Context: an optimization exercise on an open-source flow, tuned for small area and a short achievable clock period. The choices shown serve that exercise and are no tape-out recipe. In this exercise RTL edits were held to simulation tests only and were not proved equivalent to the original. No activity file was given, so power comes from the tool's default toggle rates.

## T
Design processor_arm, start of the top module:
module processor_arm #(parameter N = 64)
                      (input  logic CLOCK_50, reset,
                       input  logic ExtIRQ,
                       output logic [N-1:0] IM_addr,
                       input  logic [31:0] IM_readData,
                       output logic [N-1:0] DM_writeData, DM_addr,
                       input  logic [N-1:0] DM_readData,
                       output logic DM_writeEnable, DM_readEnable,
                       output logic ExtIAck);
Size in the first run: ~8800 cells after synthesis, roughly 290 I/O pins, about 97000 µm² of cells after synthesis.
clock: 17.0 ns
lec_check: 0
cap_margin: 30
cell_pad_in_sites_detail_placement: 1
cell_pad_in_sites_global_placement: 1
core_margin: 2
core_utilization: 58
place_density: 0.62
slew_margin: 30
synth_hierarchical: 1
standard.sh (not shown) runs the stock make flow with config.mk's settings and CLKGATE_MAP_FILE= SYNTH_SCRIPT=/design/flow/synth_recipe.tcl, a recipe that flattens the netlist after the stock synthesis.
==> flow/flow/run.sh <==
#!/bin/bash
# Layout flow: the standard synthesis, then the standard ORFS layout with
#  - small buffers on the ports,
#  - a clock tree of clkbuf_8 on clusters of up to 16 flip-flops, no dummy loads,
#  - no gate cloning in timing repair (a clone can overload its driver once
#    the nets are routed).
set -euo pipefail
CTS="-sink_clustering_enable -repair_clock_nets -buf_list sky130_fd_sc_hd__clkbuf_8 -dont_use_dummy_load -sink_clustering_size 16 -sink_clustering_max_diameter 50"
bash standard.sh synth > synth.log 2>&1
bash standard.sh SETUP_SLACK_MARGIN=6.5 SKIP_GATE_CLONING=1 \
  "BUFFER_PORTS_ARGS=-buffer_cell sky130_fd_sc_hd__buf_2" "CTS_ARGS=$CTS" \
  cts > layout_cts.log 2>&1
bash standard.sh SETUP_SLACK_MARGIN=6.5 SKIP_GATE_CLONING=1 \
  "BUFFER_PORTS_ARGS=-buffer_cell sky130_fd_sc_hd__buf_2" "CTS_ARGS=$CTS" \
  finish > layout.log 2>&1
T finished every stage; the final checks, however, were not passed, the failures being max-capacitance violations, max-slew violations.
What P does differently from T at the input level:
- changing CORE_UTILIZATION from 58 to 50
- changing PLACE_DENSITY from 0.62 to 0.55
-- flow/flow/run.sh --
<<< T, line 5
#  - no gate cloning in timing repair (a clone can overload its driver once
#    the nets are routed).
>>> P, line 5
#  - no gate cloning in the repair after global routing (a clone can overload
#    its driver once the nets are routed).
<<< T, line 10
bash standard.sh SETUP_SLACK_MARGIN=6.5 SKIP_GATE_CLONING=1 \
>>> P, line 10
bash standard.sh SETUP_SLACK_MARGIN=7 \
<<< T, line 13
bash standard.sh SETUP_SLACK_MARGIN=6.5 SKIP_GATE_CLONING=1 \
>>> P, line 13
bash standard.sh SETUP_SLACK_MARGIN=7 SKIP_GATE_CLONING=1 \
Findings:
Out of P and T, the only run to close with the timing, DRC and antenna checks passing was P. In T the implementation ran to completion but is not tape-out ready, as the final checks report max-capacitance violations, max-slew violations. Compared with T, P shows a final cell count that is 371 higher. Comparing worst slew slack as a fraction of its limit for P and T, the smaller number came from T. P against T: count of inserted tapcells higher, starting density of the core lower. Max freq T -> P: improved. From T to P the numbers moved as follows: post-placement setup slack up 0.20 ns; signed area change from the synthesized netlist to the final layout increased 2.4 points.

Setup of job 6751:
The RTL this note starts from:
==> flow/design.v <==
module ao222n (input  logic s0, d0, s1, d1, s2, d2,
               output logic y);
    assign y = ~((s0 & d0) | (s1 & d1) | (s2 & d2));
endmodule
module ao22 (input  logic we, d, wen, q,
             output logic y);
    assign y = (we & d) | (wen & q);
endmodule
module and4g (input  logic [3:0] a,
              output logic y);
    assign y = &a;
endmodule
module and3g (input  logic [2:0] a,
              output logic y);
    assign y = &a;
endmodule
module nand3g (input  logic [2:0] a,
               output logic y);
    assign y = ~&a;
endmodule
module nand11 (input  logic [10:0] n,
               output logic y);
    logic [2:0] m;
    and4g  g0 (.a(n[3:0]), .y(m[0]));
    and4g  g1 (.a(n[7:4]), .y(m[1]));
    and3g  g2 (.a(n[10:8]), .y(m[2]));
    nand3g g3 (.a(m), .y(y));
endmodule
module dec5 (input  logic [4:0] a,
             output logic [30:0] y);
    always_comb
        for (int k = 0; k < 31; k++) y[k] = a == k;
endmodule
module carryx #(parameter L = 9)
              (input  logic [L-1:0] a, b,
               input  logic s,
               output logic e);
    logic [L-1:0] G, T;
    always_comb begin
        G = a & b;
        T = a | b;
        for (int k = 1; k < L; k = k * 2)
            for (int i = L-1; i >= k; i--) begin
                G[i] = G[i] | (T[i] & G[i-k]);
                T[i] = T[i] & T[i-k];
            end
        e = G[L-1] ^ s;
    end
endmodule
module addlo #(parameter L = 9)
             (input  logic [L-1:0] a, b,
              output logic [L-1:0] y);
    assign y = a + b;
endmodule
module prefand #(parameter W = 55)
               (input  logic [W-1:0] w,
                output logic [W-1:0] T);
    always_comb begin
        T = {w[W-2:0], 1'b1};
        for (int k = 1; k < W; k = k * 2)
            for (int i = W-1; i >= k; i--)
                T[i] = T[i] & T[i-k];
    end
endmodule
module flipand (input  logic h, t, e,
                output logic y);
    assign y = h ^ (t & e);
endmodule
module addsx #(parameter W = 64, L = 9, C = 1)
             (input  logic [W-1:0] a,
              input  logic [L-1:0] b,
              output logic [W-1:0] y);
    localparam H = W - L;
    logic [C-1:0] e;
    logic [H-1:0] T;
    addlo   #(L) lo (.a(a[L-1:0]), .b(b), .y(y[L-1:0]));
    prefand #(H) pr (.w(a[W-1:L] ^ {H{b[L-1]}}), .T(T));
    genvar i;
    for (i = 0; i < C; i++) begin : g_c
        carryx #(L) c (.a(a[L-1:0]), .b(b), .s(b[L-1]), .e(e[i]));
    end
    for (i = 0; i < H; i++) begin : g_hi
        flipand f (.h(a[L+i]), .t(T[i]), .e(e[i * C / H]), .y(y[L+i]));
    end
endmodule
module pgen #(parameter W = 64)
            (input  logic [W-1:0] a, b,
             output logic [W-1:0] g, p);
    assign g = a & b;
    assign p = a ^ b;
endmodule
module carries #(parameter W = 64)
               (input  logic [W-1:0] g, p,
                input  logic cin,
                output logic [W-1:0] c);
    logic [W-1:0] G, P;
    always_comb begin
        G = g;
        P = p;
        G[0] = g[0] | (p[0] & cin);
        for (int l = 0; (1 << l) < W; l++)
            for (int i = 0; i < W; i++)
                if (((i >> l) & 1) == 1) begin
                    G[i] = G[i] | (P[i] & G[((i >> l) << l) - 1]);
                    P[i] = P[i] & P[((i >> l) << l) - 1];
                end
        c = {G[W-2:0], cin};
    end
endmodule
module sumx #(parameter W = 64)
            (input  logic [W-1:0] p, c,
             output logic [W-1:0] s);
    assign s = p ^ c;
endmodule
module alu #(parameter N = 64)
            (input  logic [N-1:0] a, b,
             input  logic [10:0] op,
             output logic [N-1:0] result);
    logic [N-1:0] sum, g, p, c;
    pgen    #(N) pg (.a(a), .b(b ^ {N{op[9]}}), .g(g), .p(p));
    carries #(N) cr (.g(g), .p(p), .cin(op[9]), .c(c));
    sumx    #(N) sm (.p(p), .c(c), .s(sum));
    assign result = op[3] ? sum : (g | ({N{op[8]}} & p));
endmodule
module processor_arm #(parameter N = 64)
                      (input  logic CLOCK_50, reset,
                       input  logic ExtIRQ,
                       output logic [N-1:0] IM_addr,
                       input  logic [31:0] IM_readData,
                       output logic [N-1:0] DM_writeData, DM_addr,
                       input  logic [N-1:0] DM_readData,
                       output logic DM_writeEnable, DM_readEnable,
                       output logic ExtIAck);
    logic [31:0] instr;
    logic [10:0] op;
    assign instr = IM_readData;
    assign op    = instr[31:21];
    logic isR, isLD, isST, isCBZ, isBR, isERET, isMRS, valid;
    assign isR    = (op == 11'b100_0101_1000) | (op == 11'b110_0101_1000) |
                    (op == 11'b100_0101_0000) | (op == 11'b101_0101_0000);
    assign isLD   = op == 11'b111_1100_0010;
    assign isST   = op == 11'b111_1100_0000;
    assign isCBZ  = op[10:3] == 8'b1011_0100;
    assign isERET = op == 11'b110_1011_0100;
    assign isMRS  = op == 11'b110_1010_1001;
    assign isBR   = op == 11'b110_1011_0000;
    assign valid  = isR | isLD | isST | isCBZ | isERET | isMRS | isBR;
    logic regWrite;
    assign regWrite       = (isR | isLD | isMRS) & ~reset;
    assign DM_writeEnable = isST & ~reset;
    assign DM_readEnable  = isLD & ~reset;
    logic [N-1:0] PC, ERR, ELR;
    logic [3:0]   ESR;
    assign IM_addr = PC;
    logic [N*31-1:0] regs;
    logic [N-1:0]    rd1, rd2, wd;
    logic [4:0]      ra1, ra2, wa;
    assign ra1 = instr[9:5];
    assign ra2 = instr[25] ? instr[20:16] : instr[4:0];
    assign wa  = instr[4:0];
    genvar i, b;
    for (i = 0; i < 31; i++) begin : g_reg
        logic         we, wen;
        logic [N-1:0] d;
        assign we  = regWrite && wa == i;
        assign wen = ~we;
        for (b = 0; b < N; b++) begin : g_hold
            ao22 h (.we(we), .d(wd[b]), .wen(wen), .q(regs[i*N + b]), .y(d[b]));
        end
        always_ff @(posedge CLOCK_50)
            regs[i*N +: N] <= d;
    end
    logic [30:0] sel1 [0:3];
    logic [30:0] sel2 [0:3];
    for (i = 0; i < 4; i++) begin : g_dec
        dec5 d1 (.a(ra1), .y(sel1[i]));
        dec5 d2 (.a(ra2), .y(sel2[i]));
    end
    for (b = 0; b < N; b++) begin : g_bit
        logic [10:0] n1, n2;
        logic [30:0] s1, s2;
        assign s1 = sel1[b / 16];
        assign s2 = sel2[b / 16];
        for (i = 0; i < 10; i++) begin : g_grp
            ao222n c1 (.s0(s1[3*i]),   .d0(regs[(3*i)*N + b]),
                       .s1(s1[3*i+1]), .d1(regs[(3*i+1)*N + b]),
                       .s2(s1[3*i+2]), .d2(regs[(3*i+2)*N + b]), .y(n1[i]));
            ao222n c2 (.s0(s2[3*i]),   .d0(regs[(3*i)*N + b]),
                       .s1(s2[3*i+1]), .d1(regs[(3*i+1)*N + b]),
                       .s2(s2[3*i+2]), .d2(regs[(3*i+2)*N + b]), .y(n2[i]));
        end
        assign n1[10] = ~(s1[30] & regs[30*N + b]);
        assign n2[10] = ~(s2[30] & regs[30*N + b]);
        nand11 o1 (.n(n1), .y(rd1[b]));
        nand11 o2 (.n(n2), .y(rd2[b]));
    end
    addsx #(N, 9, 4) AGU (.a(rd1), .b(instr[20:12]), .y(DM_addr));
    assign DM_writeData = rd2;
    logic [N-1:0] aluRes, excData;
    alu #(N) ALU (.a(rd1), .b(rd2), .op(op), .result(aluRes));
    always_comb
        case (instr[13:12])
            2'b00:   excData = ERR;
            2'b01:   excData = ELR;
            2'b10:   excData = {{(N-4){1'b0}}, ESR};
            default: excData = '0;
        endcase
    assign wd = ~instr[28] ? aluRes : (instr[26] ? excData : DM_readData);
    logic         zero, cbzTaken, regTaken, atVec, irq, eproc;
    logic [18:0]  incr;
    logic [N-3:0] seqHi;
    logic [N-1:0] seqPC, nextPC;
    assign zero     = ~(|rd2);
    assign cbzTaken = isCBZ & zero;
    assign regTaken = (isBR | isERET) & zero;
    assign incr     = cbzTaken ? instr[23:5] : 19'd1;
    addsx #(N-2, 19, 1) PCADD (.a(PC[N-1:2]), .b(incr), .y(seqHi));
    assign seqPC    = {seqHi, PC[1:0]};
    assign nextPC   = regTaken ? (instr[23] ? ERR : rd1) : seqPC;
    assign atVec   = PC == 64'hD8;
    assign irq     = ExtIRQ & ~atVec;
    assign eproc   = (irq | ~valid) & ~reset;
    assign ExtIAck = ExtIRQ & atVec;
    always_ff @(posedge CLOCK_50, posedge reset)
        if (reset)      PC <= '0;
        else if (eproc) PC <= 64'hD8;
        else            PC <= nextPC;
    always_ff @(posedge CLOCK_50, posedge reset)
        if (reset) begin
            ERR <= '0;
            ELR <= '0;
            ESR <= '0;
        end else if (eproc) begin
            ERR <= nextPC;
            ELR <= PC;
            ESR <= irq ? 4'd1 : 4'd2;
        end
endmodule
export LEC_CHECK = 0
export CAP_MARGIN = 30
export CELL_PAD_IN_SITES_DETAIL_PLACEMENT = 1
export CELL_PAD_IN_SITES_GLOBAL_PLACEMENT = 1
export CORE_MARGIN = 2
export CORE_UTILIZATION = 50
export PLACE_DENSITY = 0.55
export SLEW_MARGIN = 30
export SYNTH_HIERARCHICAL = 1
create_clock -name core_clock -period 17.0 [get_ports {CLOCK_50}]
==> flow/flow/run.sh <==
#!/bin/bash
# Layout flow: the standard synthesis, then the standard ORFS layout with
#  - small buffers on the ports,
#  - a clock tree of clkbuf_8 on clusters of up to 16 flip-flops, no dummy loads,
#  - no gate cloning in timing repair (a clone can overload its driver once
#    the nets are routed).
set -euo pipefail
CTS="-sink_clustering_enable -repair_clock_nets -buf_list sky130_fd_sc_hd__clkbuf_8 -dont_use_dummy_load -sink_clustering_size 16 -sink_clustering_max_diameter 50"
bash standard.sh synth > synth.log 2>&1
bash standard.sh SETUP_SLACK_MARGIN=6.5 SKIP_GATE_CLONING=1 \
  "BUFFER_PORTS_ARGS=-buffer_cell sky130_fd_sc_hd__buf_2" "CTS_ARGS=$CTS" \
  cts > layout_cts.log 2>&1
bash standard.sh SETUP_SLACK_MARGIN=6.5 SKIP_GATE_CLONING=1 \
  "BUFFER_PORTS_ARGS=-buffer_cell sky130_fd_sc_hd__buf_2" "CTS_ARGS=$CTS" \
  finish > layout.log 2>&1
[inputs] job 7823 vs job 6751
- changing SLEW_MARGIN from 30 to 20
- changing CAP_MARGIN from 30 to 20
==> flow/flow/run.sh <==
#!/bin/bash
# Layout flow: the standard synthesis, then the standard ORFS layout with
#  - small buffers on the ports,
#  - a clock tree of clkbuf_8 on clusters of up to 16 flip-flops, no dummy loads.
set -euo pipefail
bash standard.sh synth > synth.log 2>&1
bash standard.sh SETUP_SLACK_MARGIN=6.5 \
  "BUFFER_PORTS_ARGS=-buffer_cell sky130_fd_sc_hd__buf_2" \
  "CTS_ARGS=-sink_clustering_enable -repair_clock_nets -buf_list sky130_fd_sc_hd__clkbuf_8 -dont_use_dummy_load -sink_clustering_size 16 -sink_clustering_max_diameter 50" \
  finish > layout.log 2>&1
==> comparison <==
- Compared job 6751 against job 7823; fmax within noise.
- Transition at the pin with the smallest max-transition slack: job 7823 vs job 6751 up 590 ps
- A cell at the slowest stage of the critical path of sky130_fd_sc_hd__or3b_4 is what job 6751 shows, while sky130_fd_sc_hd__a222oi_1 belongs to job 7823.
- Complete run, failing final checks: job 7823, reason max-capacitance violations, max-slew violations.
- Final worst hold slack: job 7823 vs job 6751 down 3.3 ps
[inputs] job 8760 vs job 7823
- CAP_MARGIN: 20 -> 30
- SLEW_MARGIN: 20 -> 30
==> flow/flow/run.sh <==
#!/bin/bash
# Layout flow: the standard synthesis, then the standard ORFS layout with
#  - small buffers on the ports,
#  - a clock tree of clkbuf_8 on clusters of up to 16 flip-flops, no dummy loads,
#  - no gate cloning in the repair after global routing (a clone can overload
#    its driver once the nets are routed).
set -euo pipefail
CTS="-sink_clustering_enable -repair_clock_nets -buf_list sky130_fd_sc_hd__clkbuf_8 -dont_use_dummy_load -sink_clustering_size 16 -sink_clustering_max_diameter 50"
bash standard.sh synth > synth.log 2>&1
bash standard.sh SETUP_SLACK_MARGIN=6.5 \
  "BUFFER_PORTS_ARGS=-buffer_cell sky130_fd_sc_hd__buf_2" "CTS_ARGS=$CTS" \
  cts > layout_cts.log 2>&1
bash standard.sh SETUP_SLACK_MARGIN=6.5 SKIP_GATE_CLONING=1 \
  "BUFFER_PORTS_ARGS=-buffer_cell sky130_fd_sc_hd__buf_2" "CTS_ARGS=$CTS" \
  finish > layout.log 2>&1
[summary]
Job 8760 completed end to end with timing, DRC and antenna clean.
Total power consumption of the routed design was higher in job 7823 than in job 8760.
Total area of multi-input combinational cells: job 8760 vs job 7823 — no meaningful difference
Global-route wire length before repair essentially unchanged between job 8760 and job 7823.
Job 8760 vs. job 7823: TritonCTS buffer count went down by 2.3%.
Looking at job 8760 and job 7823, the post-DP HPWL is a wash.
Job 7823 has a higher part of the cycle the worst path needs than job 8760.
When job 8760 is measured against job 7823, its routing usage on met1 turns out 0.29 points higher.
Run comparison: job 7823 capturing instance or port of the critical path DM_addr[52]; job 8760 capturing instance or port of the critical path DM_addr[30]
First-iteration DRC count of job 8760 exceeds that of job 7823 by a few percent.
From job 7823 to job 8760 the numbers moved as follows: global-route usage about even; max-slew violation total from the final report fell 6.
Compared to job 7823, job 8760 has logic depth of the worst setup path including buffers 2 lower.

static timing again, ports no longer ideal:
The flow's constraints put no driver on any port. The routed layouts listed below were extracted and timed again, unchanged, in two steps. Step 1: set_driving_cell puts a clkbuf_16 on CLOCK_50 and a buf_2 on each other input, an assumption about the parent block. Step 2 also shifts input and output timing later by t, the mid clock arrival at the registers, as if the neighbouring blocks saw the same clock. Slacks: ideal / step 1 / step 2; pairs: ideal / step 1.
run	t (ns)	slack for setup (ns)	worst setup path after step 2	worst data-port slew with drivers (ns)
T	1.079	5.101 / 5.019 / 4.657	input to register	0.11
P	1.124	5.942 / 5.877 / 5.390	input to register	0.22
job 6751	1.123	5.977 / 5.936 / 5.326	input to register	0.09
job 7823	1.124	5.993 / 5.928 / 5.302	input to register	0.10
job 8760	1.115	6.082 / 5.965 / 5.350	input to register	0.11
The setup slack of job 8760, which loses most, moves by -0.117 ns with the drivers and by -0.732 ns with both steps.
